This is an optimization exercise on Yosys and OpenROAD, whose aim is small area and a short achievable clock period, not a production implementation.
In this exercise RTL edits were held to simulation tests only and were not proved equivalent to the original.
Power figures rest on the tool's default switching activity, not on a simulated workload.

`flow/flow/run.sh`:
```
#!/bin/bash
# The standard layout (standard.sh) with three changes:
# - synthesis leaves full and half adders to ABC as plain gates instead of
#   mapping them to the library's fa/ha cells (ADDER_MAP_FILE empty);
# - ABC maps the logic with flow/abc.script (a delay target with area
#   recovery) instead of ORFS's abc_area.script; everything else in the
#   synthesis (synth_recipe.tcl) is unchanged, so the registers are the same;
# - the port buffers that placement inserts are buf_2 cells.
set -euo pipefail
W=$PWD
export ADDER_MAP_FILE=
export BUFFER_PORTS_ARGS="-buffer_cell sky130_fd_sc_hd__buf_2"
export MY_ABC_SCRIPT=$W/flow/abc.script
cat > $W/my_synth.tcl <<EOF
proc abc {args} {
  set i [lsearch \$args -script]
  if { \$i >= 0 } { lset args [expr {\$i + 1}] \$::env(MY_ABC_SCRIPT) }
  yosys abc {*}\$args
}
source $W/synth_recipe.tcl
EOF
sed "s#SYNTH_SCRIPT=[^ ]*#SYNTH_SCRIPT=$W/my_synth.tcl#" standard.sh > $W/my_standard.sh
grep -q "SYNTH_SCRIPT=$W/my_synth.tcl" $W/my_standard.sh
bash $W/my_standard.sh finish > $W/flow.log 2>&1
```
`flow/flow/abc.script`:
```
strash
dch
map -D 2200
strash
dch
map -D 2200
topo
stime -c
buffer -c
upsize -c
dnsize -c
```
`flow/standard.sh`:
```
#!/bin/bash
# synth_recipe.tcl (not shown) runs the flow's synth.tcl, then flattens the netlist and writes it again
# the make line also repeats each setting of config.mk as NAME=value (left out here)
make -C /OpenROAD-flow-scripts/flow DESIGN_CONFIG=/design/flow/config.mk WORK_HOME=/design/flow/orfs CLKGATE_MAP_FILE= SYNTH_SCRIPT=/design/flow/synth_recipe.tcl "${@:-finish}"
```
`flow/config.mk`:
```
export PLATFORM = sky130hd
export DESIGN_NAME = processor_top
export DESIGN_NICKNAME = processor_top
export VERILOG_FILES = /design/flow/design.v
export SDC_FILE = /design/flow/constraint.sdc
export NUM_CORES = 4
export LEC_CHECK = 0
export ABC_AREA = 1
export CAP_MARGIN = 20
export CORE_MARGIN = 2
export CORE_UTILIZATION = 40
export CTS_BUF_LIST = sky130_fd_sc_hd__clkbuf_8
export SETUP_SLACK_MARGIN = 3.3
export SLEW_MARGIN = 20
```
`flow/constraint.sdc`:
```
create_clock -name core_clock -period 8.0 [get_ports {clk}]
set_input_delay 1.6000 -clock core_clock [delete_from_list [all_inputs] [get_ports {clk}]]
set_output_delay 1.6000 -clock core_clock [all_outputs]
set_load 0.01 [all_outputs]
```
`flow/design.v`:
```
`timescale 1ns / 1ps
module alu (
input [7:0] a,
input [7:0] b,
input binv,
input bz,
input sh_l,
input sh_r,
input rot_l,
input rot_r,
input asr,
input s_add,
input s_mul,
input s_and,
input s_xor,
input s_mov,
output [7:0] res,
output [7:0] ext_res,
output cb
);
wire [7:0] bx = (b & {8{~bz}}) ^ {8{binv}};
wire [8:0] sum = {1'b0, a} + {1'b0, bx} + {8'd0, binv ^ bz};
wire [15:0] prod;
mul8 m0 (.a(a), .b(b), .p(prod));
assign cb = sum[8] ^ binv;
assign ext_res = prod[15:8];
wire [7:0] left = {a[6:0], rot_l & a[7]};
wire [7:0] right = {(rot_r & a[0]) | (asr & a[7]), a[7:1]};
assign res = ({8{sh_l}} & left)
           | ({8{sh_r}} & right)
           | ({8{s_add}} & sum[7:0])
           | ({8{s_mul}} & prod[7:0])
           | ({8{s_and}} & (a & b))
           | ({8{s_xor}} & (a ^ b))
           | ({8{s_mov}} & b);
endmodule
module mul8 (
input [7:0] a,
input [7:0] b,
output [15:0] p
);
wire [9:0] a1 = {2'b0, a};
wire [9:0] a2 = {1'b0, a, 1'b0};
wire [9:0] a3 = a1 + a2;
wire [39:0] r;
genvar k;
generate for (k = 0; k < 4; k = k + 1) begin : g_pp
wire s1 = ~b[2*k+1] & b[2*k];
wire s2 = b[2*k+1] & ~b[2*k];
wire s3 = b[2*k+1] & b[2*k];
assign r[10*k +: 10] = ({10{s1}} & a1) | ({10{s2}} & a2) | ({10{s3}} & a3);
end endgenerate
wire [15:0] r0 = {6'd0, r[9:0]};
wire [15:0] r1 = {4'd0, r[19:10], 2'd0};
wire [15:0] r2 = {2'd0, r[29:20], 4'd0};
wire [15:0] r3 = {r[39:30], 6'd0};
wire [15:0] s1 = r0 ^ r1 ^ r2;
wire [15:0] c1 = ((r0 & r1) | (r0 & r2) | (r1 & r2)) << 1;
wire [15:0] s2 = s1 ^ c1 ^ r3;
wire [15:0] c2 = ((s1 & c1) | (s1 & r3) | (c1 & r3)) << 1;
assign p = s2 + c2;
endmodule
`timescale 1ns / 1ps
module control_unit (
input [7:0] instr,
input cb_in,
output rf_we,
output pc_load,
output halt,
output acc_we,
output ext_we,
output cb_we,
output binv,
output bz,
output sh_l,
output sh_r,
output rot_l,
output rot_r,
output asr,
output s_add,
output s_mul,
output s_and,
output s_xor,
output s_mov
);
wire [3:0] h = instr[7:4];
wire [3:0] l = instr[3:0];
wire z = (h == 4'h0) & ~l[3];
wire is_inc = z & (l[2:0] == 3'd6);
wire is_dec = z & (l[2:0] == 3'd7);
wire is_add = (h == 4'h1);
wire is_sub = (h == 4'h2);
wire is_cmp = (h == 4'h7);
wire is_br  = (h == 4'h8);
wire is_ret = (h == 4'hB);
assign halt = (instr == 8'hFF);
assign rf_we = (h == 4'hA);
assign pc_load = is_ret | (is_br & cb_in);
assign sh_l = z & ((l[2:0] == 3'd1) | (l[2:0] == 3'd4));
assign sh_r = z & ((l[2:0] == 3'd2) | (l[2:0] == 3'd3) | (l[2:0] == 3'd5));
assign rot_l = (l[2:0] == 3'd4);
assign rot_r = (l[2:0] == 3'd3);
assign asr = (l[2:0] == 3'd5);
assign s_add = is_inc | is_dec | is_add | is_sub;
assign s_mul = (h == 4'h3);
assign s_and = (h == 4'h5);
assign s_xor = (h == 4'h6);
assign s_mov = (h == 4'h9);
assign acc_we = sh_l | sh_r | s_add | s_mul | s_and | s_xor | s_mov;
assign ext_we = s_mul;
assign cb_we = s_add | is_cmp;
assign binv = is_sub | is_cmp | is_dec;
assign bz = is_inc | is_dec;
endmodule
`timescale 1ns / 1ps
module program_counter (
input clk,
input rst,
input load,
input hold,
input [3:0] adr_in,
output reg [4:0] pc
);
always @(posedge clk or posedge rst) begin
if (rst)
pc <= 5'b00000;
else if (load)
pc <= {1'b0, adr_in};
else if (!hold)
pc <= pc + 5'd1;
end
endmodule
module register_file (
input clk,
input rst,
input [3:0] adr,
input [7:0] w_data,
input we,
output [7:0] r_data
);
reg [7:0] regs [0:15];
integer i;
wire [3:0] lo = 4'd1 << adr[1:0];
wire [3:0] hi = 4'd1 << adr[3:2];
reg [7:0] g [0:3];
reg [7:0] rd;
integer k, m;
always @(*) begin
  rd = 8'd0;
  for (k = 0; k < 4; k = k + 1) begin
    g[k] = 8'd0;
    for (m = 0; m < 4; m = m + 1)
      g[k] = g[k] | ({8{lo[m]}} & regs[4*k+m]);
    rd = rd | ({8{hi[k]}} & g[k]);
  end
end
assign r_data = rd;
always @(posedge clk or posedge rst) begin
if (rst)
for (i = 0; i < 16; i = i + 1)
regs[i] <= i;
else if (we)
regs[adr] <= w_data;
end
endmodule
`timescale 1ns / 1ps
module processor_top (
input clk,
input rst,
input [7:0] instr_in,
output [4:0] pc_out,
output [7:0] acc_out,
output [7:0] ext_out,
output cb_out,
output halt_out
);
wire [3:0] n = instr_in[3:0];
wire [7:0] rf_data;
wire [7:0] alu_res;
wire [7:0] alu_ext;
wire alu_cb;
wire rf_we, pc_load, halt, acc_we, ext_we, cb_we;
wire binv, bz, sh_l, sh_r, rot_l, rot_r, asr;
wire s_add, s_mul, s_and, s_xor, s_mov;
reg [7:0] acc;
reg [7:0] ext;
reg cb;
control_unit cu0 (
.instr(instr_in),
.cb_in(cb),
.rf_we(rf_we),
.pc_load(pc_load),
.halt(halt),
.acc_we(acc_we),
.ext_we(ext_we),
.cb_we(cb_we),
.binv(binv),
.bz(bz),
.sh_l(sh_l),
.sh_r(sh_r),
.rot_l(rot_l),
.rot_r(rot_r),
.asr(asr),
.s_add(s_add),
.s_mul(s_mul),
.s_and(s_and),
.s_xor(s_xor),
.s_mov(s_mov)
);
program_counter pc0 (
.clk(clk),
.rst(rst),
.load(pc_load),
.hold(halt),
.adr_in(n),
.pc(pc_out)
);
register_file rf0 (
.clk(clk),
.rst(rst),
.adr(n),
.w_data(acc),
.we(rf_we),
.r_data(rf_data)
);
alu alu0 (
.a(acc),
.b(rf_data),
.binv(binv),
.bz(bz),
.sh_l(sh_l),
.sh_r(sh_r),
.rot_l(rot_l),
.rot_r(rot_r),
.asr(asr),
.s_add(s_add),
.s_mul(s_mul),
.s_and(s_and),
.s_xor(s_xor),
.s_mov(s_mov),
.res(alu_res),
.ext_res(alu_ext),
.cb(alu_cb)
);
always @(posedge clk or posedge rst) begin
if (rst) begin
acc <= 8'b0;
ext <= 8'b0;
cb <= 1'b0;
end else begin
if (acc_we)
acc <= alu_res;
if (ext_we)
ext <= alu_ext;
if (cb_we)
cb <= alu_cb;
end
end
assign halt_out = halt;
assign acc_out = acc;
assign ext_out = ext;
assign cb_out = cb;
endmodule
```
==> flow_summary.ini, run 1 <==
[sta]
post-route-period-util = 0.573
tightest_slew_ns = 1.02
slew_headroom = 0.320
period_needed_ns = 4.58
setup_tns_ns = 0
max_freq_mhz = 218
finalHoldViolations = 0
finalSetupViolations = 0
fin_hold_ws_ns = 0.481
fin_worst_skew_ns = 0.0204
rsz0062_at_grt = yes
slew_viol_final = 0

[finish]
antenna_cells = 0
instances_no_fill = 1675
syn_to_final_growth_pct = 17.9
fillers = 2344
stdcell_area_sq_mm = 0.0112
fin_util = 0.478
drive_gt1_frac = 0.203
nNetsFinal = 1353

[global_route]
grtUsageTotal = 0.252
antenna_found_initial = 0
grt_first_pass_wirelength_um = 48900
grt_pass1_vias = 8918
overflow = 0
grt_start_max_net_pins = 66

[worst_hold_path]
hp-start = pc0.pc[4]
whs_path_depth = 1
min_path_type = reg -> reg
worstHoldEndpoint = pc0.pc[4]

[setup_path]
critical_path_required_ns = 8.40
cp_num_buf_inv = 6
crit_chain = buf_12, clkinv_8, nor2_4, clkbuf_16, buf_12, a22oi_2, nand3_2, a22oi_2, nand2_4, a21oi_4, inv_4, o211ai_4, nor2_4, inv_2, nor2_2, o22ai_2, nand3_1, nand4_1, nand4_1, nor3_2, nand3_1, nand3_2, nand3_1, a21oi_2
crit_arrival_ns = 4.99
critPathKind = in -> reg
cp_common_cell = nand3_1
crit_slowest_cell = a22oi_2
worstPathMaxFanout = 5
crit_start = instr_in[0]
end_kind = flip-flop
worstRegToRegCells = 22
cp-start-kind = input pin
r2r_end = ext[4]
regToRegStartpoint = acc[4]
r2r_slack_ns = 3.76
cp_top_family = simple AND/OR/NAND/NOR gates
slowest_delay_ns = 0.33

[routing]
antenna_left = 0
firstDrtPassIters = 7
post-route-drc-count = 0
via_per_inst = 5.74
num_vias = 9615
post_drt_wl_per_cell_um = 19.4
drt-initial-drc-count = 1109
wl_um = 32400

[clock_tree]
cts_tree = yes
clk_pin_slew_ns = 0.11
cts-root-buf = clkbuf_8
numCtsBuffers = 17
insertion_delay_ns = 0.46
cts_sinks = 150
cts_max_level = 4
cts_buffer_depth = 2
hold_buffers = 0

[power_and_ir_drop]
p_comb_frac = 0.321
max-vdd-ir-drop_mv = 0.102
p_int_w = 0.00133
clkPwrFrac = 0.269
power.leakage_nw = 4.69
p_per_area_mw_per_mm2 = 208
swShare = 0.428
seqPwrFrac = 0.410
power.switching_w = 0.000993

[floorplanning]
ioPinCount = 33
die_area_sq_mm = 0.0249
core_sq_mm = 0.0233
dieWidth_um = 158
die_h_um = 158
start_util = 0.406
rows = 56

[placement]
dpl-instance-area_sq_mm = 0.00981
gp_congestion = 0.909
dp_hpwl_um = 20400
dp.cells = 1610
io_buffers = 32

[synthesis]
ys_types = 63
synth_seq_area_share = 0.401
synth_edf_count = 0
synthCells = 1309
syn_avg_cell_area_sq_um = 7.23
syn_area_sq_mm = 0.00946
async_flop_share = 1.00
ys_ff_latch = 150
ys_warn_count = 5
synth_nets = 1319
synth_ff_type = dfrtp_1

[job]
maxCapViolCount = 0

[outcome]
status = no timing/DRC/antenna violations
==> worst max path at each step <==
stage                     cells past startpoint  endpoint
after floorplan                              20    ext[4]
after global placement                       21    acc[7]
after detailed placement                     21    acc[7]
after CTS                                    20    ext[4]
after global routing                         24    ext[7]
final                                        24    ext[7]
==> kinds of logic after synthesis <==
family	count (synthesis)	share of synthesized area
AOI/OAI and AO/OA	368	0.237
xor gates and xnor gates	17	0.0157
buffers and inverters	143	0.0636
DFF	150	0.401
and+or+nand+nor	631	0.282
==> Yosys cell counts, types with 4 or more instances <==
library cell / number / area, sq um
a21oi_1: 56 / 280
nand3b_1: 7 / 52.6
buf_2: 10 / 50.1
o21ai_1: 9 / 45.0
a2111oi_0: 4 / 35.0
dfrtp_1: 118 / 2950
and2_1: 4 / 25.0
a22oi_1: 53 / 398
o22ai_1: 11 / 68.8
buf_6: 4 / 45.0
xor2_1: 10 / 87.6
clkbuf_1: 40 / 150
inv_2: 8 / 30.0
nand2_2: 8 / 50.1
o21ai_0: 164 / 821
buf_4: 6 / 45.0
o211ai_2: 4 / 50.1
a31oi_1: 25 / 156
inv_1: 73 / 274
dfstp_2: 32 / 841
nand2_1: 410 / 1540
nand3_1: 66 / 330
o2111ai_1: 5 / 43.8
o211ai_1: 6 / 45.0
nor3_1: 9 / 45.0
nor2_2: 7 / 43.8
xnor2_1: 7 / 61.3
nand4_1: 24 / 150
nor2_1: 79 / 297
==> cell type report <==
type / instances / area (sq um) / area share
clock buffers: 17 / 234 / 0.0210
clock inverters: 15 / 191 / 0.0172
inverters: 83 / 377 / 0.0338
multi-input cells: 1016 / 5550 / 0.498
flip-flops and latches: 150 / 3790 / 0.340
well taps: 319 / 399 / 0.0358
repair buffers: 72 / 589 / 0.0528
repair inverters: 3 / 18.8 / 0.00168
==> metal layers <==
layer | GRT usage | up-vias | part of all wire
met3 | 0.0485 | 61 | 0.076
met5 | 0 | - | 0
met4 | 0.0844 | 0 | 0.024
li1 | - | 4557 | -
met2 | 0.392 | 400 | 0.45
met1 | 0.351 | 4597 | 0.45
==> timing repair <==
| action | CTS | global route |
|---|---|---|
| pin swaps | 1 | 39 |
| resized for setup | 26 | 135 |
| setup buffers | 0 | 28 |
| setup endpoints to repair | 13 | 12 |
| hold endpoints to repair | 0 | 0 |
| gates cloned | 0 | 5 |
==> power by group through the flow <==
stage	Clock [W]	Sequential (W)	Combinational [W]
global route	0.000660	0.000962	0.000816
global placement	0	0.000956	0.000635
CTS	0.000635	0.000943	0.000650
finish	0.000624	0.000952	0.000744
detailed placement	0	0.000956	0.000642
floorplan	0	0.000929	0.000442
==> metrics by stage <==
stage	setup WS, ns	total power, W
final	3.42	0.00232
after global routing	3.23	0.00244
after CTS	3.29	0.00223
after detailed placement	2.43	0.00160
after global placement	2.42	0.00159
after floorplan	3.61	0.00137
==> flip-flops by register name, summed over array words and instances (netlist names) <==
signal    count
rf0.regs    128
pc0.pc        5
ext           8
acc           8
cb            1
==> cell usage in the layout, fill, tap and decap left out, types with 6 or more instances in the layout <==
cell | netlist | routed
nor2_1 | 79 | 66
clkinv_8 | 0 | 6
nor2_2 | 7 | 10
inv_2 | 8 | 9
o21ai_1 | 9 | 8
nand2_4 | 1 | 6
clkbuf_8 | 0 | 17
nand3_1 | 66 | 59
xnor2_1 | 7 | 7
buf_12 | 0 | 6
dfstp_2 | 32 | 32
a22oi_1 | 53 | 41
dfrtp_1 | 118 | 117
o21ai_0 | 164 | 158
o211ai_1 | 6 | 6
a21oi_1 | 56 | 46
nor3_1 | 9 | 7
a31oi_1 | 25 | 19
nand3b_1 | 7 | 7
a21oi_2 | 3 | 8
nor2_4 | 0 | 10
o22ai_1 | 11 | 9
nand4_1 | 24 | 24
a22oi_2 | 1 | 13
nand3_2 | 1 | 7
buf_2 | 10 | 29
xor2_1 | 10 | 9
nand2_1 | 410 | 400
o21ai_2 | 1 | 8
nand2_2 | 8 | 13
inv_8 | 0 | 6
inv_1 | 73 | 66
buf_4 | 6 | 31
==> run 2: changes to the inputs <==
==> flow/flow/abc.script (replaced) <==
strash
dch
map -B 0.9
strash
dch
map -B 0.9
topo
stime -c
buffer -c
upsize -c
dnsize -c
--- a/flow/config.mk
+++ b/flow/config.mk
@@ -11,4 +11,4 @@
 export CORE_UTILIZATION = 40
 export CTS_BUF_LIST = sky130_fd_sc_hd__clkbuf_8
-export SETUP_SLACK_MARGIN = 3.3
+export SETUP_SLACK_MARGIN = 3.6
 export SLEW_MARGIN = 20
==> run 2 against run 1 <==
Global-route usage decreased by 0.88 points. Via count increased by 12%. Worst hold slack about the same. Register-to-register slack improved by 0.24 ns. First-iteration DRC count decreased by 12%. Still clean on timing, DRC and antenna. Clock skew decreased by 0.0022 ns. Setup slack improved by 0.30 ns. Clock power decreased by 1%. Critical path depth decreased by 19. Sequential cell count unchanged. Critical path type is now in -> out.
==> flow_summary.ini, run 2 <==
[synthesis]
synth.area.top_cells = dfrtp_1, nand2_1, nand3_1, o21ai_0, dfstp_2
ys_top_cells_by_count = nand2_1, nand3_1, o21ai_0, nor2_1, dfrtp_1
synth_edf_count = 0
ys_warn_count = 5
async_flop_share = 1.00
synth_seq_area_share = 0.362
synthCells = 1612
ys_ff_latch = 150
netlist.area_leader.share = 0.282
syn_area_sq_mm = 0.0105
synth_most_common_cell = nand2_1
ys_types = 47
synth_nets = 1622
synth_top_cell_by_area = dfrtp_1
syn_avg_cell_area_sq_um = 6.50
synth_ff_type = dfrtp_1

[routing]
drt-initial-drc-count = 980
firstDrtPassIters = 7
wl_um = 34400
num_vias = 10800
via_per_inst = 5.48
post_drt_wl_per_cell_um = 17.5
antenna_left = 0
post-route-drc-count = 0

[sta]
max_freq_mhz = 234
setup_tns_ns = 0
finalHoldViolations = 0
fin_worst_skew_ns = 0.0182
slew_headroom = 0.258
post-route-period-util = 0.535
rsz0062_at_grt = yes
tightest_slew_ns = 1.11
fin_hold_ws_ns = 0.482
period_needed_ns = 4.28
finalSetupViolations = 0
slew_viol_final = 0

[setup_path]
crit_arrival_ns = 2.68
crit_start = instr_in[0]
regToRegStartpoint = acc[3]
cp-start-kind = input pin
critical_path_required_ns = 6.40
worstPathMaxFanout = 30
end_kind = output port
critPathKind = in -> out

[power_and_ir_drop]
clkPwrFrac = 0.268
power.leakage_nw = 5.82
max-vdd-ir-drop_mv = 0.138
seqPwrFrac = 0.417
power.switching_w = 0.000975
p_per_area_mw_per_mm2 = 198
power_w = 0.00230
p_comb_frac = 0.315
p_int_w = 0.00133
swShare = 0.424

[clock_tree]
cts_tree = yes
cts_sinks = 150
cts_buffer_depth = 2
cts-root-buf = clkbuf_8
cts_max_level = 4
numCtsBuffers = 17
clk_pin_slew_ns = 0.10
insertion_delay_ns = 0.47
hold_buffers = 0

[global_route]
busiest_layer = met2
grtUsageTotal = 0.243
grt_use_met1 = 0.360
antenna_found_initial = 0
grt_pass1_vias = 9615
grt_first_pass_wirelength_um = 53500
use_met3 = 0.0379
grt_start_max_net_pins = 83
grt_use_met2 = 0.366
overflow = 0

[floorplanning]
start_util = 0.405
die_area_sq_mm = 0.0275
dieWidth_um = 166
rows = 59
core_sq_mm = 0.0259
die_h_um = 166
ioPinCount = 33

[finish]
seq_area_sq_mm = 0.00380
antenna_cells = 0
fillers = 2693
syn_to_final_growth_pct = 10.7
top_regs = rf0.regs (128), acc (8), ext (8)
top_register = rf0.regs
final_common_cell = nand2_1
fin_util = 0.448
final_cell_mix = nand2_1, nand3_1, o21ai_0, dfrtp_1, nor2_1
multiInputGateArea_sq_mm = 0.00606
nNetsFinal = 1630
drive_gt1_frac = 0.156
largest_reg_flops = 128

[worst_hold_path]
min_path_type = reg -> reg
hp-start = ext[5]

[placement]
io_buffers = 32
gp_congestion = 0.972
dp_hpwl_um = 24000

[job]
maxCapViolCount = 0

[outcome]
status = no timing/DRC/antenna violations
-- run 2: changes by cell type in the layout (fill, tap and decap cells not counted), moves of 12 or more --
cell     change
nand3_1    +135
o21ai_1     +17
a22oi_1     -39
nand2_1    +188
a22oi_2     -13
nand2_2     +12
inv_1       +14
a21oi_1     -27
a31oi_1     -13
nor2_1      +47
-- run 2: cells by family (layout without fill, tap and decap cells) --
| group | Yosys count | after routing | synth area share |
|---|---|---|---|
| AOI/OAI and AO/OA | 255 | 255 | 0.132 |
| xor gates and xnor gates | 9 | 9 | 0.00823 |
| buffers and inverters | 185 | 205 | 0.0786 |
| DFF | 150 | 150 | 0.362 |
| and+or+nand+nor | 1013 | 1014 | 0.420 |
-- run 2: per-layer routing --
layer	up-vias	wire length, um
met1	5047	16400
met3	51	2420
li1	5285	-
met5	-	0
met4	0	851
met2	394	14800
-- run 2: path summary, 6_finish.rpt --
path	cells after the start	slack, ns	end
worst max-delay path	5	3.72	halt_out
worst max register to register	28	4.00	ext[6]
worst min-delay path	2	0.48	ext[5]
min in group asynchronous	3	1.36	rf0.regs[9][2]
worst min register to register	2	0.48	ext[5]
max in group asynchronous	4	5.13	acc[5]
-- run 2: repair_timing --
| action | CTS | global route |
|---|---|---|
| pin swaps | 1 | 13 |
| buffers inserted | 1 | 18 |
| gates cloned | 0 | 4 |
| endpoints found under the setup margin | 14 | 14 |
| resized for setup | 16 | 62 |
-- run 2: power by group through the flow --
| stage | combinational (W) | sequential (W) | clock, W |
|---|---|---|---|
| 2_1_floorplan | 0.000495 | 0.000923 | 0 |
| 3_3_place_gp | 0.000669 | 0.000966 | 0 |
| 3_5_place_dp | 0.000677 | 0.000963 | 0 |
| 4_1_cts | 0.000682 | 0.000950 | 0.000630 |
| 5_1_grt | 0.000801 | 0.000971 | 0.000663 |
| 6_report | 0.000724 | 0.000959 | 0.000617 |
-- run 2: worst max-delay path: stages --
cell     delay [ns]
buf_12         0.19
buf_12         0.23
nand2_4        0.09
nor4_4         0.36
buf_2          0.19
-- run 2: area by class of cell --
type	instances	share of cell area
clock buffer	17	0.0202
clock inverter	15	0.0156
inverter	112	0.0399
multi-input combinational	1278	0.522
sequential	150	0.327
tap	335	0.0361
timing repair buffer	58	0.0380
timing repair inverter	3	0.00151
-- run 2: through the flow --
step,cells,setup WS (ns),area [sq um]
2_1_floorplan,1612,3.99,10500
3_3_place_gp,1913,2.55,10700
3_5_place_dp,1913,2.48,10700
4_1_cts,1946,3.62,11200
5_1_grt,1968,3.57,11600
6_report,1968,3.72,11600
==> run 3: changes to the inputs <==
--- a/flow/config.mk
+++ b/flow/config.mk
@@ -9,5 +9,5 @@
 export CAP_MARGIN = 20
 export CORE_MARGIN = 2
-export CORE_UTILIZATION = 40
+export CORE_UTILIZATION = 48
 export CTS_BUF_LIST = sky130_fd_sc_hd__clkbuf_8
 export SETUP_SLACK_MARGIN = 3.6
==> run 3 against run 2 <==
Global-route usage grew 6.8 points. Maximum frequency increased by 0.31%. Die area is 16% lower. Clock-buffer cell count did not move. Critical path type is now in -> reg. Highest routed layer unchanged.
==> flow_summary.ini, run 3 <==
[outcome]
status = no timing/DRC/antenna violations

[sta]
tightest_slew_ns = 1.00
period_needed_ns = 4.27
slew_viol_final = 0
fin_worst_skew_ns = 0.0180
rsz0062_at_grt = yes
max_freq_mhz = 234
slew_headroom = 0.331
setup_tns_ns = 0
finalSetupViolations = 0
finalHoldViolations = 0
post-route-period-util = 0.533

[synthesis]
synth_seq_area_share = 0.362
synth_nets = 1622
async_flop_share = 1.00
netlist.area_leader.share = 0.282
syn_area_sq_mm = 0.0105
ys_types = 47
synth_edf_count = 0
ys_top_cells_by_count = nand2_1, nand3_1, o21ai_0, nor2_1, dfrtp_1
synthCells = 1612
ys_ff_latch = 150
synth_ff_type = dfrtp_1
synth.area.top_cells = dfrtp_1, nand2_1, nand3_1, o21ai_0, dfstp_2
syn_avg_cell_area_sq_um = 6.50
synth_top_cell_by_area = dfrtp_1
ys_warn_count = 5
synth_most_common_cell = nand2_1

[routing]
antenna_left = 0
via_per_inst = 5.65
drt-initial-drc-count = 1161
post-route-drc-count = 0
firstDrtPassIters = 7
num_vias = 11000
post_drt_wl_per_cell_um = 18.8
wl_um = 36500

[setup_path]
critical_path_required_ns = 8.35
cp-start-kind = input pin
regToRegStartpoint = acc[3]
slowest_delay_ns = 0.23
critPathKind = in -> reg
crit_arrival_ns = 4.62
end_kind = flip-flop
r2r_end = ext[6]
crit_slowest_cell = nor2_4
crit_start = instr_in[1]
worstRegToRegCells = 28
r2r_slack_ns = 3.98
cp_common_cell = nand2_1
worstPathMaxFanout = 12

[floorplanning]
dieWidth_um = 152
die_h_um = 152
core_sq_mm = 0.0216
die_area_sq_mm = 0.0230
start_util = 0.485
rows = 54
ioPinCount = 33

[global_route]
grt_start_max_net_pins = 77
grtUsageTotal = 0.311
grt_first_pass_wirelength_um = 54500
antenna_found_initial = 0
overflow = 0
grt_pass1_vias = 9645

[job]
maxCapViolCount = 0

[power_and_ir_drop]
p_per_area_mw_per_mm2 = 198
max-vdd-ir-drop_mv = 0.0936
power.leakage_nw = 6.05

[finish]
syn_to_final_growth_pct = 14.0
nNetsFinal = 1657
top_register = rf0.regs
fillers = 2180
final_common_cell = nand2_1
final_cell_mix = nand2_1, nand3_1, o21ai_0, dfrtp_1, nor2_1
antenna_cells = 0
drive_gt1_frac = 0.179
largest_reg_flops = 128
stdcell_area_sq_mm = 0.0120
top_regs = rf0.regs (128), acc (8), ext (8)

[clock_tree]
cts-root-buf = clkbuf_8
insertion_delay_ns = 0.47
cts_sinks = 150
cts_tree = yes
cts_max_level = 4
hold_buffers = 0
cts_buffer_depth = 2
numCtsBuffers = 17
clk_pin_slew_ns = 0.08

[placement]
io_buffers = 32
gp_congestion = 0.984
dp_hpwl_um = 24100
dpl-instance-area_sq_mm = 0.0107

[worst_hold_path]
worstHoldEndpoint = ext[3]
hp-start = ext[3]
whs_path_depth = 2
min_path_type = reg -> reg
run 3: cell count changes in the layout (fill, tap and decap cells not counted), moves of 4 or more:
cell and delta:
buf_4 +16, nand2_2 +7, nor2_4 +7, clkbuf_16 +6, nand2_1 -6, nor2_1 -6, buf_12 -4, inv_8 -4
run 3: how the worst max path moves through the flow:
stage	end	slack [ns]	cells after the start
after detailed placement	ext[2]	2.54	25
after global placement	ext[6]	2.56	25
after CTS	ext[6]	3.61	27
after global routing	ext[6]	3.56	27
final	ext[6]	3.73	26
after floorplan	ext[6]	3.99	27
run 3: stage by stage:
stage	worst slack (ns)	cells	power, W	util	hold slack, ns
6_report	3.73	1940	0.00237	0.553	0.476
3_5_place_dp	2.54	1861	0.00164	0.494	0.461
5_1_grt	3.56	1940	0.00250	0.553	0.500
4_1_cts	3.61	1902	0.00231	0.521	0.478
3_3_place_gp	2.56	1861	0.00164	0.494	0.455
2_1_floorplan	3.99	1612	0.00142	-	0.453
run 3: logic make-up (layout without fill, tap and decap cells):
family / Yosys count / in the layout / share of synthesized area
AOI/OAI and AO/OA: 255 / 255 / 0.132
and+or+nand+nor: 1013 / 1020 / 0.420
xor gates and xnor gates: 9 / 9 / 0.00823
buffers and inverters: 185 / 226 / 0.0786
DFF: 150 / 150 / 0.362
run 3: metal layers:
layer	share of wire	track usage	up-vias
met5	0	0	-
met4	0.029	0.101	0
met3	0.10	0.0656	90
met2	0.42	0.449	515
met1	0.45	0.463	5020
li1	-	-	5341
run 3: critical path: cells and delay by family:
family,cells,cell delay (ns)
compound gates,1,0.08
buf+inv,4,0.64
simple gates,21,2.29
run 3: where the power goes:
group / internal, W / switching [W] / leakage [nW]
logic: 0.000226 / 0.000535 / 3.91
registers: 0.000852 / 0.000107 / 1.93
clock network: 0.000317 / 0.000335 / 0.216
run 3: layout make-up:
class | instances | area, sq um | share of cell area
flip-flops and latches | 150 | 3800 | 0.318
repair buffers | 80 | 737 | 0.0617
multi-input cells | 1284 | 6180 | 0.517
repair inverters | 2 | 12.5 | 0.00105
clock buffers | 17 | 234 | 0.0196
inverters | 112 | 459 | 0.0384
clock inverters | 15 | 188 | 0.0157
well taps | 280 | 350 | 0.0293
run 3: what timing repair did:
action	CTS	global route
resized for setup	20	83
pin swaps	3	28
setup endpoints to repair	16	13
gates cloned	3	13
setup buffers	6	25
==> run 4: changes to the inputs <==
--- a/flow/config.mk
+++ b/flow/config.mk
@@ -9,6 +9,6 @@
 export CAP_MARGIN = 20
 export CORE_MARGIN = 2
-export CORE_UTILIZATION = 48
+export CORE_UTILIZATION = 40
 export CTS_BUF_LIST = sky130_fd_sc_hd__clkbuf_8
-export SETUP_SLACK_MARGIN = 3.6
+export SETUP_SLACK_MARGIN = 3.75
 export SLEW_MARGIN = 20
==> run 4 against run 3 <==
Critical endpoint is now halt_out. Combinational power is 1% higher. Maximum frequency grew 3.3%. Still clean. Sequential share of layout area down 0.48 points. Worst hold slack improved by 0.0046 ns. Clock skew increased by 0.00080 ns. Register-to-register slack improved by 0.16 ns. Setup slack better by 0.14 ns. Die area is 19% higher. Total power shrank 0.79%.
==> flow_summary.ini, run 4 <==
[global_route]
busiest_layer = met2
grt_first_pass_wirelength_um = 54200
overflow = 0
grt_pass1_vias = 9656
grtUsageTotal = 0.247
grt_start_max_net_pins = 83
grt_use_met2 = 0.371
grt_use_met1 = 0.365
use_met3 = 0.0403
antenna_found_initial = 0

[sta]
max_freq_mhz = 242
period_needed_ns = 4.13
finalSetupViolations = 0
tightest_slew_ns = 1.06
setup_tns_ns = 0
fin_worst_skew_ns = 0.0188
finalHoldViolations = 0
rsz0062_at_grt = no
slew_viol_final = 0
post-route-period-util = 0.516
slew_headroom = 0.295

[synthesis]
ys_top_cells_by_count = nand2_1, nand3_1, o21ai_0, nor2_1, dfrtp_1
synthCells = 1612
syn_area_sq_mm = 0.0105
synth_most_common_cell = nand2_1
ys_warn_count = 5
synth_edf_count = 0
ys_types = 47
async_flop_share = 1.00
synth_top_cell_by_area = dfrtp_1
ys_ff_latch = 150
syn_avg_cell_area_sq_um = 6.50
synth.area.top_cells = dfrtp_1, nand2_1, nand3_1, o21ai_0, dfstp_2
synth_nets = 1622
synth_ff_type = dfrtp_1
synth_seq_area_share = 0.362
netlist.area_leader.share = 0.282

[setup_path]
cp_common_cell = buf_16
cp-start-kind = input pin
cp_top_family = buffers and inverters
critical_path_required_ns = 6.40
worstPathMaxFanout = 7
crit_slowest_cell = nor4_4
crit_arrival_ns = 2.53
slowest_delay_ns = 0.35
crit_chain = buf_16, buf_16, nand2_8, nor4_4, buf_2
cp_num_buf_inv = 3
critPathKind = in -> out
end_kind = output port
r2r_slack_ns = 4.14
crit_start = instr_in[0]
regToRegStartpoint = acc[2]

[routing]
antenna_left = 0
wl_um = 35900
via_per_inst = 5.51
firstDrtPassIters = 8
post-route-drc-count = 0
post_drt_wl_per_cell_um = 18.1
num_vias = 11000
drt-initial-drc-count = 1044

[floorplanning]
core_sq_mm = 0.0259
dieWidth_um = 166
rows = 59
ioPinCount = 33
die_area_sq_mm = 0.0275
die_h_um = 166
start_util = 0.405

[worst_hold_path]
hp-start = pc0.pc[4]
min_path_type = reg -> reg

[power_and_ir_drop]
power.switching_w = 0.00100
power.leakage_nw = 6.04
seqPwrFrac = 0.409
p_int_w = 0.00135
p_comb_frac = 0.328
max-vdd-ir-drop_mv = 0.119
swShare = 0.426
clkPwrFrac = 0.264
p_per_area_mw_per_mm2 = 194

[finish]
top_register = rf0.regs
antenna_cells = 0
fin_util = 0.469
final_cell_mix = nand2_1, nand3_1, o21ai_0, dfrtp_1, nor2_1
drive_gt1_frac = 0.197
syn_to_final_growth_pct = 15.8
largest_reg_flops = 128
top_regs = rf0.regs (128), acc (8), ext (8)
nNetsFinal = 1650
final_common_cell = nand2_1

[clock_tree]
cts_buffer_depth = 2
cts_sinks = 150
cts-root-buf = clkbuf_8
clk_pin_slew_ns = 0.09
numCtsBuffers = 17
cts_tree = yes
cts_max_level = 4
insertion_delay_ns = 0.48
hold_buffers = 0

[placement]
io_buffers = 32
dp_hpwl_um = 24000
gp_congestion = 0.972

[outcome]
status = no timing/DRC/antenna violations

[job]
maxCapViolCount = 0
==> run 4: final cells by class <==
class / count / area (sq um)
clock buffer: 17 / 234
sequential: 150 / 3800
timing repair inverter: 3 / 17.5
multi-input combinational: 1278 / 6290
timing repair buffer: 78 / 721
inverter: 112 / 477
clock inverter: 15 / 181
fill: 2642 / 13800
tap: 335 / 419
==> run 4: timing repair <==
item                                    CTS  global route
endpoints found under the setup margin   16            14
cloned                                    2             7
gates resized for setup                  32           125
buffers inserted                          2            32
pin swaps                                 4            39
==> run 4: final timing paths <==
path | cells past startpoint | end
max | 5 | halt_out
min | 1 | pc0.pc[4]
max reg2reg | 25 | ext[5]
min reg2reg | 1 | pc0.pc[4]
max in group asynchronous | 4 | acc[4]
min in group asynchronous | 3 | rf0.regs[11][5]
==> run 4: routing by layer <==
layer	routed length, um	vias up
li1	-	5335
met1	16500	5088
met2	15400	468
met3	2960	72
met4	985	0
met5	0	-
==> run 4: logic make-up after synthesis <==
group | share of synthesized area
XOR/XNOR | 0.00823
AO/OA/AOI/OAI | 0.132
buffers and inverters | 0.0786
flip-flops | 0.362
AND/OR/NAND/NOR | 0.420
==> run 4: metrics by stage <==
stage | total power, W | setup WS, ns | hold slack [ns] | instance area [sq um] | std cells
finish | 0.00235 | 3.87 | 0.481 | 12100 | 1988
global route | 0.00248 | 3.64 | 0.509 | 12100 | 1988
CTS | 0.00228 | 3.72 | 0.477 | 11300 | 1949
detailed placement | 0.00164 | 2.48 | 0.461 | 10700 | 1913
global placement | 0.00164 | 2.55 | 0.450 | 10700 | 1913
floorplan | 0.00142 | 3.99 | 0.453 | 10500 | 1612
==> run 4: worst reg2reg max path, delay by kind of cell (launching register included) <==
family	cells	cell delay, ns
simple gates	20	2.08
compound gates	2	0.37
flops	1	0.70
buf+inv	3	0.63
==> run 4: power by group through the flow <==
stage                     sequential, W  clock, W  combinational (W)
after floorplan                0.000923         0           0.000495
after global placement         0.000966         0           0.000669
after detailed placement       0.000963         0           0.000677
after CTS                      0.000953  0.000630           0.000692
after global routing           0.000973  0.000663           0.000847
final                          0.000962  0.000620           0.000771
==> run 5: changes to the inputs <==
--- a/flow/flow/run.sh
+++ b/flow/flow/run.sh
@@ -1,4 +1,4 @@
 #!/bin/bash
-# The standard layout (standard.sh) with three changes:
+# The standard layout (standard.sh) with four changes:
 # - synthesis leaves full and half adders to ABC as plain gates instead of
 #   mapping them to the library's fa/ha cells (ADDER_MAP_FILE empty);
@@ -6,5 +6,6 @@
 #   recovery) instead of ORFS's abc_area.script; everything else in the
 #   synthesis (synth_recipe.tcl) is unchanged, so the registers are the same;
-# - the port buffers that placement inserts are buf_2 cells.
+# - the port buffers that placement inserts are buf_2 cells;
+# - all ports are placed on the right edge of the die (flow/io.tcl).
 set -euo pipefail
 W=$PWD
@@ -12,4 +13,5 @@
 export BUFFER_PORTS_ARGS="-buffer_cell sky130_fd_sc_hd__buf_2"
 export MY_ABC_SCRIPT=$W/flow/abc.script
+export IO_CONSTRAINTS=$W/flow/io.tcl
 cat > $W/my_synth.tcl <<EOF
 proc abc {args} {
==> flow/flow/io.tcl (new file) <==
# Keep every port on the right edge of the die, close to each other.
set_io_pin_constraint -region right:* -pin_names {clk rst instr_in[0] instr_in[1] instr_in[2] instr_in[3] instr_in[4] instr_in[5] instr_in[6] instr_in[7] pc_out[0] pc_out[1] pc_out[2] pc_out[3] pc_out[4] acc_out[0] acc_out[1] acc_out[2] acc_out[3] acc_out[4] acc_out[5] acc_out[6] acc_out[7] ext_out[0] ext_out[1] ext_out[2] ext_out[3] ext_out[4] ext_out[5] ext_out[6] ext_out[7] cb_out halt_out}
--- a/flow/config.mk
+++ b/flow/config.mk
@@ -11,4 +11,4 @@
 export CORE_UTILIZATION = 40
 export CTS_BUF_LIST = sky130_fd_sc_hd__clkbuf_8
-export SETUP_SLACK_MARGIN = 3.75
+export SETUP_SLACK_MARGIN = 3.6
 export SLEW_MARGIN = 20
==> run 5 against run 4 <==
Via count fell by 0.29%. Sequential share of layout area grew 0.29 points. Register-to-register slack worse by 0.07 ns. Global-route usage down 0.17 points.
==> flow_summary.ini, run 5 <==
[outcome]
status = no timing/DRC/antenna violations

[routing]
post_drt_wl_per_cell_um = 17.5
num_vias = 10900
antenna_left = 0
drt-initial-drc-count = 997
wl_um = 35000
post-route-drc-count = 0
firstDrtPassIters = 5
via_per_inst = 5.46

[finish]
final_common_cell = nand2_1
fillers = 2672
antenna_cells = 0
final_cell_mix = nand2_1, nand3_1, o21ai_0, dfrtp_1, nor2_1
drive_gt1_frac = 0.186
multiInputGateArea_sq_mm = 0.00613
largest_reg_flops = 128
top_regs = rf0.regs (128), acc (8), ext (8)
stdcell_area_sq_mm = 0.0120
seq_area_sq_mm = 0.00379
syn_to_final_growth_pct = 14.6
nNetsFinal = 1665
top_register = rf0.regs

[power_and_ir_drop]
power_w = 0.00235
p_per_area_mw_per_mm2 = 195
power.leakage_nw = 6.03
max-vdd-ir-drop_mv = 0.129

[sta]
finalHoldViolations = 0
setup_tns_ns = 0
fin_worst_skew_ns = 0.0196
slew_viol_final = 0
finalSetupViolations = 0
slew_headroom = 0.339
rsz0062_at_grt = yes
post-route-period-util = 0.522
period_needed_ns = 4.18
max_freq_mhz = 239
tightest_slew_ns = 0.991

[synthesis]
syn_avg_cell_area_sq_um = 6.50
netlist.area_leader.share = 0.282
synth.area.top_cells = dfrtp_1, nand2_1, nand3_1, o21ai_0, dfstp_2
synth_edf_count = 0
synth_nets = 1622
synth_ff_type = dfrtp_1
synthCells = 1612
ys_ff_latch = 150
synth_seq_area_share = 0.362
syn_area_sq_mm = 0.0105
synth_top_cell_by_area = dfrtp_1
ys_types = 47
synth_most_common_cell = nand2_1
ys_warn_count = 5
ys_top_cells_by_count = nand2_1, nand3_1, o21ai_0, nor2_1, dfrtp_1
async_flop_share = 1.00

[placement]
io_buffers = 32
dpl-instance-area_sq_mm = 0.0108
gp_congestion = 0.904
dp_hpwl_um = 23400

[clock_tree]
insertion_delay_ns = 0.47
cts_buffer_depth = 2
clk_pin_slew_ns = 0.10
cts_sinks = 150
cts_max_level = 4
cts_tree = yes
cts-root-buf = clkbuf_8
hold_buffers = 0
numCtsBuffers = 17

[floorplanning]
rows = 59
dieWidth_um = 166
ioPinCount = 33
start_util = 0.405
core_sq_mm = 0.0259
die_h_um = 166
die_area_sq_mm = 0.0275

[setup_path]
worstPathMaxFanout = 16
cp-start-kind = input pin
critPathKind = in -> reg
cp_common_cell = nand2_1
slowest_delay_ns = 0.17
crit_slowest_cell = buf_16
end_kind = flip-flop
critical_path_required_ns = 8.37
crit_arrival_ns = 4.54

[global_route]
grt_pass1_vias = 9881
grtUsageTotal = 0.245
overflow = 0
antenna_found_initial = 0
grt_start_max_net_pins = 78
grt_first_pass_wirelength_um = 54200

[worst_hold_path]
min_path_type = reg -> reg

[job]
maxCapViolCount = 0
run 5: cell counts after synthesis:
Identical to the previous run, type by type.
run 5: final cells by class:
| cell class | instances | share of cell area |
|---|---|---|
| multi-input combinational | 1281 | 0.510 |
| sequential | 150 | 0.316 |
| timing repair buffer | 92 | 0.0651 |
| inverter | 112 | 0.0394 |
| tap | 335 | 0.0349 |
| clock buffer | 19 | 0.0218 |
| clock inverter | 13 | 0.0127 |
| timing repair inverter | 1 | 0.000416 |
run 5: layer usage:
metal / routed length [um] / global-route usage / vias to the layer above
met5: 0 / 0 / -
met1: 15800 / 0.346 / 5095
li1: - / - / 5353
met4: 806 / 0.0631 / 0
met2: 15500 / 0.383 / 418
met3: 2880 / 0.0522 / 65
run 5: cell families (layout without fill, tap and decap cells):
logic type / Yosys count / in the layout / synth area share
and+or+nand+nor: 1013 / 1017 / 0.420
AOI/OAI and AO/OA: 255 / 255 / 0.132
buffers and inverters: 185 / 237 / 0.0786
DFF: 150 / 150 / 0.362
xor gates and xnor gates: 9 / 9 / 0.00823
run 5: final timing paths:
path / start / end / slack [ns] / cells after the start
worst max-delay path: instr_in[0] / ext[6] / 3.82 / 29
worst min-delay path: pc0.pc[4] / pc0.pc[4] / 0.46 / 1
worst max register to register: acc[4] / ext[5] / 4.07 / 24
worst min register to register: pc0.pc[4] / pc0.pc[4] / 0.46 / 1
max in group asynchronous: rst / rf0.regs[9][4] / 5.84 / 3
min in group asynchronous: rst / rf0.regs[12][4] / 1.03 / 2
run 5: report_power, final:
part	total, W	switching (W)	internal [W]
registers	0.000928	0.0000764	0.000852
clock network	0.000632	0.000353	0.000279
logic	0.000788	0.000554	0.000233
total	0.00235	0.000984	0.00136
run 5: what timing repair did:
action                     CTS  global route
buffers inserted             3            38
gates resized for setup      9            91
setup endpoints to repair   14            14
pin swaps                    3            31
cloned                       1             8
hold endpoints to repair     0             0
run 5: through the flow:
| stage | hold slack [ns] | cells | util | setup slack (ns) |
|---|---|---|---|---|
| floorplan | 0.453 | 1612 | - | 3.99 |
| global placement | 0.448 | 1921 | 0.416 | 2.53 |
| detailed placement | 0.449 | 1921 | 0.416 | 2.51 |
| CTS | 0.466 | 1957 | 0.435 | 3.47 |
| global route | 0.475 | 2003 | 0.464 | 3.55 |
| finish | 0.461 | 2003 | 0.464 | 3.82 |
run 5: critical path, delay by kind of cell:
kind	cells	cell delay [ns]
buf+inv	5	0.65
simple gates	24	2.26
==> run 6: changes to the inputs <==
--- a/flow/design.v
+++ b/flow/design.v
@@ -131,4 +131,5 @@
 end
 endmodule
+`timescale 1ns / 1ps
 module register_file (
 input clk,
==> flow/flow/run.sh (replaced) <==
#!/bin/bash
# The standard layout (standard.sh) with three changes:
# - synthesis leaves full and half adders to ABC as plain gates instead of
#   mapping them to the library's slow fa/ha cells (ADDER_MAP_FILE empty);
# - ABC maps the logic with flow/abc.script (ORFS's abc_area.script with the
#   strash/dch/map steps run twice) in place of abc_area.script; everything
#   else in the synthesis (synth_recipe.tcl) is unchanged, so the registers
#   are the same;
# - the port buffers that placement inserts are buf_2 cells.
# The make output goes to flow.log; ORFS keeps each tool's log in orfs/logs.
set -euo pipefail
W=$PWD
export ADDER_MAP_FILE=
export BUFFER_PORTS_ARGS="-buffer_cell sky130_fd_sc_hd__buf_2"
export MY_ABC_SCRIPT=$W/flow/abc.script
cat > $W/my_synth.tcl <<EOF
proc abc {args} {
  set i [lsearch \$args -script]
  if { \$i >= 0 } { lset args [expr {\$i + 1}] \$::env(MY_ABC_SCRIPT) }
  yosys abc {*}\$args
}
source $W/synth_recipe.tcl
EOF
sed "s#SYNTH_SCRIPT=[^ ]*#SYNTH_SCRIPT=$W/my_synth.tcl#" standard.sh > $W/my_standard.sh
grep -q "SYNTH_SCRIPT=$W/my_synth.tcl" $W/my_standard.sh
bash $W/my_standard.sh finish > $W/flow.log 2>&1
--- a/flow/config.mk
+++ b/flow/config.mk
@@ -11,4 +11,5 @@
 export CORE_UTILIZATION = 40
 export CTS_BUF_LIST = sky130_fd_sc_hd__clkbuf_8
+export GPL_ROUTABILITY_DRIVEN = 0
 export SETUP_SLACK_MARGIN = 3.6
 export SLEW_MARGIN = 20
removed: flow/flow/io.tcl
==> run 6 against run 5 <==
Clock skew fell by 0.0030 ns. Register-to-register slack worse by 0.05 ns. Combinational power shrank 6.9%. Routed wire length is 0.58% lower. Via count fell by 1.3%. Synthesized area is the same. Sequential cell count did not move. Critical path type is now in -> out.
==> flow_summary.ini, run 6 <==
[floorplanning]
die_area_sq_mm = 0.0275
start_util = 0.405
ioPinCount = 33
rows = 59
core_sq_mm = 0.0259
die_h_um = 166
dieWidth_um = 166

[setup_path]
r2r_slack_ns = 4.02
worstPathMaxFanout = 24
crit_slowest_cell = nor4_4
crit_chain = buf_16, buf_12, nand2_4, nor4_4, buf_2
cp_num_buf_inv = 3
slowest_delay_ns = 0.36
cp_top_family = buffers and inverters
worstRegToRegCells = 28
cp-start-kind = input pin
crit_arrival_ns = 2.64
regToRegStartpoint = acc[3]
critical_path_required_ns = 6.40
r2r_end = ext[6]
critPathKind = in -> out
end_kind = output port

[finish]
final_common_cell = nand2_1
stdcell_area_sq_mm = 0.0117
top_register = rf0.regs
instances_no_fill = 1974
antenna_cells = 0
syn_to_final_growth_pct = 11.6
drive_gt1_frac = 0.159
top_regs = rf0.regs (128), acc (8), ext (8)
fillers = 2675
largest_reg_flops = 128
final_cell_mix = nand2_1, nand3_1, o21ai_0, nor2_1, dfrtp_1
nNetsFinal = 1636

[synthesis]
synth_most_common_cell = nand2_1
synth_ff_type = dfrtp_1
async_flop_share = 1.00
synth_top_cell_by_area = dfrtp_1
ys_types = 47
synth.area.top_cells = dfrtp_1, nand2_1, nand3_1, o21ai_0, dfstp_2
ys_top_cells_by_count = nand2_1, nand3_1, o21ai_0, nor2_1, dfrtp_1
syn_area_sq_mm = 0.0105
ys_ff_latch = 150
synthCells = 1612
synth_seq_area_share = 0.362
netlist.area_leader.share = 0.282
synth_nets = 1622
synth_edf_count = 0
ys_warn_count = 5
syn_avg_cell_area_sq_um = 6.50

[sta]
rsz0062_at_grt = yes
finalHoldViolations = 0
tightest_slew_ns = 1.03
post-route-period-util = 0.530
fin_worst_skew_ns = 0.0166
slew_viol_final = 0
period_needed_ns = 4.24
finalSetupViolations = 0
slew_headroom = 0.313
fin_hold_ws_ns = 0.474
setup_tns_ns = 0
max_freq_mhz = 236

[global_route]
overflow = 0
grtUsageTotal = 0.242
grt_first_pass_wirelength_um = 53500
grt_pass1_vias = 9609
grt_start_max_net_pins = 151
antenna_found_initial = 0

[power_and_ir_drop]
p_int_w = 0.00131
max-vdd-ir-drop_mv = 0.100
power.leakage_nw = 5.88
power.switching_w = 0.000953
seqPwrFrac = 0.424
p_per_area_mw_per_mm2 = 193
clkPwrFrac = 0.251
swShare = 0.422
p_comb_frac = 0.325

[clock_tree]
cts_max_level = 4
hold_buffers = 0
numCtsBuffers = 17
cts_sinks = 150
cts_buffer_depth = 2
cts-root-buf = clkbuf_8
insertion_delay_ns = 0.47
cts_tree = yes
clk_pin_slew_ns = 0.08

[outcome]
status = no timing/DRC/antenna violations

[job]
maxCapViolCount = 0

[routing]
post_drt_wl_per_cell_um = 17.6
via_per_inst = 5.47
firstDrtPassIters = 5
post-route-drc-count = 0
num_vias = 10800
drt-initial-drc-count = 1230
antenna_left = 0
wl_um = 34800

[placement]
dp.cells = 1912
io_buffers = 32
dp_hpwl_um = 23300
dpl-instance-area_sq_mm = 0.0107

[worst_hold_path]
whs_path_depth = 1
worstHoldEndpoint = pc0.pc[4]
min_path_type = reg -> reg
hp-start = pc0.pc[4]
==> run 6: cell types whose count changed in the layout (fill, tap and decap cells not counted), sizes merged <==
cell	before	now
buf	88	61
bufinv	1	0
clkbuf	23	22
clkinv	3	5
clkinvlp	9	8
inv	113	115
nor2	155	152
==> run 6: cell families after synthesis <==
group / share of synthesized area
compound gates: 0.132
xor+xnor: 0.00823
buf+inv: 0.0786
flops: 0.362
simple gates: 0.420
==> run 6: final cells by class <==
class / instances / area [sq um] / share of cell area
Clock inverter: 13 / 113 / 0.00962
Timing Repair inverter: 3 / 17.5 / 0.00150
Sequential cell: 150 / 3800 / 0.324
Clock buffer: 19 / 262 / 0.0223
Tap cell: 335 / 419 / 0.0358
Multi-Input combinational cell: 1278 / 6060 / 0.518
Timing Repair Buffer: 64 / 571 / 0.0488
Inverter: 112 / 462 / 0.0395
==> run 6: through the flow <==
step	utilization	worst slack [ns]	total power, W
finish	0.452	3.76	0.00226
global route	0.452	3.55	0.00239
CTS	0.431	3.59	0.00221
detailed placement	0.414	2.47	0.00164
global placement	0.414	2.47	0.00163
floorplan	-	3.99	0.00142
==> run 6: per-layer routing <==
metal / global-route usage / vias up / share of wire
met2: 0.364 / 435 / 0.44
met5: 0 / - / 0
li1: - / 5303 / -
met1: 0.351 / 4969 / 0.45
met3: 0.0455 / 84 / 0.079
met4: 0.0805 / 0 / 0.029
==> run 6: power by group through the flow <==
stage | clock network, W | registers, W | logic (W)
6_report | 0.000568 | 0.000958 | 0.000734
5_1_grt | 0.000607 | 0.000970 | 0.000812
3_3_place_gp | 0 | 0.000963 | 0.000667
2_1_floorplan | 0 | 0.000923 | 0.000495
4_1_cts | 0.000582 | 0.000949 | 0.000681
3_5_place_dp | 0 | 0.000963 | 0.000675
==> run 6: how the worst max path moves through the flow <==
stage / slack [ns] / from / end / depth (start not counted)
2_1_floorplan: 3.99 / instr_in[0] / ext[6] / 27
3_3_place_gp: 2.47 / instr_in[0] / ext[6] / 25
3_5_place_dp: 2.47 / instr_in[0] / ext[6] / 25
4_1_cts: 3.59 / instr_in[0] / halt_out / 5
5_1_grt: 3.55 / instr_in[5] / acc[7] / 21
6_report: 3.76 / instr_in[0] / halt_out / 5
==> run 6: repair_timing <==
action / CTS / global route
cloned: 0 / 6
buffers inserted: 2 / 22
pin swaps: 2 / 17
gates resized for setup: 15 / 68
endpoints found under the setup margin: 14 / 16
==> run 7: changes to the inputs <==
--- a/flow/config.mk
+++ b/flow/config.mk
@@ -11,5 +11,5 @@
 export CORE_UTILIZATION = 40
 export CTS_BUF_LIST = sky130_fd_sc_hd__clkbuf_8
-export GPL_ROUTABILITY_DRIVEN = 0
 export SETUP_SLACK_MARGIN = 3.6
 export SLEW_MARGIN = 20
+export TNS_END_PERCENT = 0
==> run 7 against run 6 <==
Global-route usage up 0.083 points. Critical path depth unchanged. Synthesized cell count unchanged. Via count up 0.21%. Non-clock buffer count down 1. Critical endpoint unchanged. Largest power group unchanged.
==> flow_summary.ini, run 7 <==
[finish]
top_register = rf0.regs
final_cell_mix = nand2_1, nand3_1, o21ai_0, dfrtp_1, nor2_1
drive_gt1_frac = 0.158
nNetsFinal = 1636
largest_reg_flops = 128
final_common_cell = nand2_1
syn_to_final_growth_pct = 11.4
instances_no_fill = 1975
top_regs = rf0.regs (128), acc (8), ext (8)

[floorplanning]
die_area_sq_mm = 0.0275
start_util = 0.405
ioPinCount = 33
die_h_um = 166
dieWidth_um = 166
core_sq_mm = 0.0259
rows = 59

[setup_path]
worstPathMaxFanout = 31
crit_chain = buf_12, buf_16, nand2_4, nor4_4, buf_2
cp_num_buf_inv = 3
crit_arrival_ns = 2.63
crit_slowest_cell = nor4_4
cp-start-kind = input pin
critPathKind = in -> out
end_kind = output port
cp_top_family = buffers and inverters
slowest_delay_ns = 0.35
critical_path_required_ns = 6.40

[global_route]
grt_first_pass_wirelength_um = 53500
grt_pass1_vias = 9603
antenna_found_initial = 0
grtUsageTotal = 0.243
grt_start_max_net_pins = 83
overflow = 0

[synthesis]
synth_edf_count = 0
ys_warn_count = 5
syn_avg_cell_area_sq_um = 6.50
async_flop_share = 1.00
ys_types = 47
synth_top_cell_by_area = dfrtp_1
synth_nets = 1622
netlist.area_leader.share = 0.282
ys_top_cells_by_count = nand2_1, nand3_1, o21ai_0, nor2_1, dfrtp_1
ys_ff_latch = 150
synth_most_common_cell = nand2_1
synth_seq_area_share = 0.362
syn_area_sq_mm = 0.0105
synth.area.top_cells = dfrtp_1, nand2_1, nand3_1, o21ai_0, dfstp_2
synth_ff_type = dfrtp_1
synthCells = 1612

[sta]
post-route-period-util = 0.529
worst_slack_ns = 3.77
period_needed_ns = 4.23
slew_headroom = 0.261
fin_worst_skew_ns = 0.0174
setup_tns_ns = 0
slew_viol_final = 0
max_freq_mhz = 236
finalHoldViolations = 0
rsz0062_at_grt = yes
finalSetupViolations = 0
fin_hold_ws_ns = 0.479
tightest_slew_ns = 1.11

[clock_tree]
numCtsBuffers = 17
cts_max_level = 4
cts_tree = yes
cts_sinks = 150
cts_buffer_depth = 2
cts-root-buf = clkbuf_8
clk_pin_slew_ns = 0.09
insertion_delay_ns = 0.47

[power_and_ir_drop]
max-vdd-ir-drop_mv = 0.139
power.leakage_nw = 5.87
p_per_area_mw_per_mm2 = 197

[routing]
via_per_inst = 5.48
antenna_left = 0
wl_um = 34900
post-route-drc-count = 0
post_drt_wl_per_cell_um = 17.7
num_vias = 10800
drt-initial-drc-count = 1115
firstDrtPassIters = 5

[placement]
dp_slack_ns = 2.48
dp.cells = 1913
io_buffers = 32
gp_congestion = 0.972
dp_hpwl_um = 24000

[job]
maxCapViolCount = 0

[worst_hold_path]
min_path_type = reg -> reg

[outcome]
status = no timing/DRC/antenna violations
## run 7: what timing repair did
item                       4_1_cts  5_1_grt
hold buffers                     0        0
cloned                           0        6
setup buffers                    0       23
gates resized for setup         15       63
setup endpoints to repair       14       14
pin swaps                        1       11
## run 7: through the flow
stage,power [W],util,area (sq um)
2_1_floorplan,0.00142,-,10500
3_3_place_gp,0.00164,0.414,10700
3_5_place_dp,0.00164,0.414,10700
4_1_cts,0.00226,0.432,11200
5_1_grt,0.00244,0.451,11700
6_report,0.00231,0.451,11700
## run 7: final timing paths
check / start / to / slack, ns / cells after the start
max in group asynchronous: rst / acc[4] / 5.11 / 4
worst max-delay path: instr_in[0] / halt_out / 3.77 / 5
worst min register to register: pc0.pc[4] / pc0.pc[4] / 0.48 / 1
min in group asynchronous: rst / rf0.regs[11][2] / 1.35 / 3
worst min-delay path: pc0.pc[4] / pc0.pc[4] / 0.48 / 1
worst max register to register: acc[3] / ext[6] / 4.00 / 28
## run 7: where the power goes
| group | total, W | internal (W) | switching, W |
|---|---|---|---|
| logic | 0.000729 | 0.000210 | 0.000519 |
| registers | 0.000960 | 0.000852 | 0.000108 |
| clock network | 0.000617 | 0.000267 | 0.000350 |
| total | 0.00231 | 0.00133 | 0.000978 |
## run 7: final cells by class
class,count,area [sq um]
clock inverters,15,181
inverters,112,468
well taps,335,419
repair buffers,63,502
fillers,2692,14200
diodes,1,2.50
multi-input cells,1279,6060
flip-flops and latches,150,3800
clock buffers,17,234
repair inverters,3,15.0
## run 7: logic make-up (layout without fill, tap and decap cells)
group | Yosys count | in the layout | synth area share
other | 0 | 1 | 0
and+or+nand+nor | 1013 | 1015 | 0.420
DFF | 150 | 150 | 0.362
AOI/OAI and AO/OA | 255 | 255 | 0.132
xor gates and xnor gates | 9 | 9 | 0.00823
buffers and inverters | 185 | 210 | 0.0786
## run 7: per-layer routing
metal | global-route usage | wire, um | up-vias
met5 | 0 | 0 | -
met2 | 0.366 | 15000 | 419
met1 | 0.362 | 16400 | 5022
met3 | 0.0372 | 2520 | 68
li1 | - | - | 5305
met4 | 0.0692 | 940 | 0
## run 7: worst reg2reg max path, delay by kind of cell, from the launching register on
kind          cells  cell delay [ns]
buf+inv           1             0.57
simple gates     27             2.68
flops             1             0.66
==> run 8: changes to the inputs <==
--- a/flow/config.mk
+++ b/flow/config.mk
@@ -13,3 +13,2 @@
 export SETUP_SLACK_MARGIN = 3.6
 export SLEW_MARGIN = 20
-export TNS_END_PERCENT = 0
==> run 8 against run 7 <==
Still clean on timing, DRC and antenna. Routed wire length decreased by 1.3%. Combinational power decreased by 0.7%. Worst hold slack better by 0.0029 ns.
==> flow_summary.ini, run 8 <==
[outcome]
status = no timing/DRC/antenna violations

[sta]
finalSetupViolations = 0
fin_worst_skew_ns = 0.0182
finalHoldViolations = 0
post-route-period-util = 0.535
period_needed_ns = 4.28
slew_viol_final = 0
rsz0062_at_grt = yes
max_freq_mhz = 234
setup_tns_ns = 0
slew_headroom = 0.258
fin_hold_ws_ns = 0.482
tightest_slew_ns = 1.11

[synthesis]
ys_top_cells_by_count = nand2_1, nand3_1, o21ai_0, nor2_1, dfrtp_1
netlist.area_leader.share = 0.282
synthCells = 1612
async_flop_share = 1.00
syn_avg_cell_area_sq_um = 6.50
synth_top_family_by_area = simple AND/OR/NAND/NOR gates
ys_warn_count = 5
syn_area_sq_mm = 0.0105
synth-compound-area-share = 0.132
synth.area.top_cells = dfrtp_1, nand2_1, nand3_1, o21ai_0, dfstp_2
synth_ff_type = dfrtp_1
synth.area.mux_share = 0
synthAdderAreaFrac = 0
synth-xor-area-share = 0.00823
synth_top_cell_by_area = dfrtp_1
synth_edf_count = 0
synth_most_common_cell = nand2_1
ys_ff_latch = 150
yosys.area_share.simple = 0.420
ys_types = 47
synth_seq_area_share = 0.362
synth_nets = 1622

[clock_tree]
hold_buffers = 0
insertion_delay_ns = 0.47
cts_tree = yes
cts_buffer_depth = 2
cts_max_level = 4
numCtsBuffers = 17
cts_sinks = 150
cts-root-buf = clkbuf_8
clk_pin_slew_ns = 0.10

[global_route]
grt_pass1_vias = 9615
grt_start_max_net_pins = 83
grtUsageTotal = 0.243
overflow = 0
grt_first_pass_wirelength_um = 53500
antenna_found_initial = 0

[finish]
nNetsFinal = 1630
largest_reg_flops = 128
final_cell_mix = nand2_1, nand3_1, o21ai_0, dfrtp_1, nor2_1
final_common_cell = nand2_1
top_regs = rf0.regs (128), acc (8), ext (8)
fillers = 2693
antenna_cells = 0
top_register = rf0.regs
syn_to_final_growth_pct = 10.7
drive_gt1_frac = 0.156

[routing]
antenna_left = 0
post_drt_wl_per_cell_um = 17.5
drt-initial-drc-count = 980
via_per_inst = 5.48
wl_um = 34400
num_vias = 10800
post-route-drc-count = 0
firstDrtPassIters = 7

[power_and_ir_drop]
power.leakage_nw = 5.82
max-vdd-ir-drop_mv = 0.138
power_w = 0.00230
p_per_area_mw_per_mm2 = 198

[placement]
dp_hpwl_um = 24000
io_buffers = 32
gp_congestion = 0.972

[setup_path]
crit_start = instr_in[0]
r2r_slack_ns = 4.00
worstRegToRegCells = 28
end_kind = output port
r2r_end = ext[6]
critical_path_required_ns = 6.40
crit_arrival_ns = 2.68
cp-start-kind = input pin
critPathKind = in -> out
worstPathMaxFanout = 30
regToRegStartpoint = acc[3]

[worst_hold_path]
whs_path_depth = 2
hp-start = ext[5]
worstHoldEndpoint = ext[5]
min_path_type = reg -> reg

[floorplanning]
start_util = 0.405
die_area_sq_mm = 0.0275
ioPinCount = 33
core_sq_mm = 0.0259
die_h_um = 166
rows = 59
dieWidth_um = 166

[job]
maxCapViolCount = 0
-- run 8: metal layers --
metal  vias to the layer above  track usage  part of all wire  routed length (um)
li1                       5285            -                 -                   -
met1                      5047        0.360              0.47               16400
met2                       394        0.366              0.43               14800
met3                        51       0.0379             0.070                2420
met4                         0       0.0726             0.025                 851
met5                         -            0                 0                   0
-- run 8: where the power goes --
part | leakage (nW) | total (W) | switching (W) | internal (W)
Clock | 0.208 | 0.000617 | 0.000351 | 0.000267
Combinational | 3.69 | 0.000724 | 0.000517 | 0.000207
Sequential | 1.93 | 0.000959 | 0.000107 | 0.000852
-- run 8: worst max-delay path, stage by stage --
cell and delay (ns):
buf_12 0.19, buf_12 0.23, nand2_4 0.09, nor4_4 0.36
buf_2 0.19
-- run 8: worst max path at each step --
stage          depth (start not counted)  slack, ns        to
6_report                               5       3.72  halt_out
3_3_place_gp                          24       2.55    ext[6]
2_1_floorplan                         27       3.99    ext[6]
4_1_cts                               25       3.62    ext[6]
5_1_grt                               27       3.57    ext[6]
3_5_place_dp                          25       2.48    ext[5]
-- run 8: through the flow --
| stage | utilization | worst slack, ns | instances | area, sq um |
|---|---|---|---|---|
| 5_1_grt | 0.448 | 3.57 | 1968 | 11600 |
| 3_5_place_dp | 0.414 | 2.48 | 1913 | 10700 |
| 6_report | 0.448 | 3.72 | 1968 | 11600 |
| 2_1_floorplan | - | 3.99 | 1612 | 10500 |
| 3_3_place_gp | 0.414 | 2.55 | 1913 | 10700 |
| 4_1_cts | 0.432 | 3.62 | 1946 | 11200 |
-- run 8: area by class of cell --
type                            instances  area (sq um)  area share
Sequential cell                       150          3800       0.327
Clock buffer                           17           234      0.0202
Inverter                              112           463      0.0399
Tap cell                              335           419      0.0361
Timing Repair Buffer                   58           442      0.0380
Clock inverter                         15           181      0.0156
Multi-Input combinational cell       1278          6060       0.522
Timing Repair inverter                  3          17.5     0.00151
-- run 8: logic make-up (layout without fill, tap and decap cells) --
logic type	count (synthesis)	count (layout)
AOI/OAI and AO/OA	255	255
buffers and inverters	185	205
xor gates and xnor gates	9	9
DFF	150	150
and+or+nand+nor	1013	1014
-- run 8: what timing repair did --
| item | CTS | global route |
|---|---|---|
| resized for setup | 16 | 62 |
| gates cloned | 0 | 4 |
| endpoints found under the setup margin | 14 | 14 |
| buffers inserted | 1 | 18 |
| pin swaps | 1 | 13 |

-- afterwards: timing with drivers on the ports --
The results above use ideal ports. As a check the final layouts listed here were re-extracted and re-timed, cells and wires unchanged. Step 1, drivers: a clkbuf_16 drives clk and a buf_2 each remaining input, both assumed. Step 2 times the ports against the registers' clock, not the clock port: input delays grow and output delays shrink by t, the midpoint of the rising clock arrivals with the driver on. Slacks: ideal ports / drivers / drivers and shift; pairs: ideal ports / drivers.
run	shift t [ns]	slack for setup (ns)	worst setup path after step 2
run 1	0.490	3.416 / 3.408 / 2.918	input to register
run 2	0.504	3.719 / 3.652 / 3.301	input to register
run 3	0.505	3.732 / 3.627 / 3.122	input to register
run 4	0.512	3.870 / 3.624 / 3.224	input to register
run 5	0.504	3.821 / 3.588 / 3.166	input to register
run 6	0.510	3.760 / 3.562 / 3.180	input to register
run 7	0.508	3.767 / 3.700 / 3.303	input to register
run 8	0.504	3.719 / 3.652 / 3.301	input to register
After both steps every run listed still meets setup and hold. For run 5, which loses most, drivers alone change the setup slack by -0.233 ns; drivers and shift together by -0.655 ns.
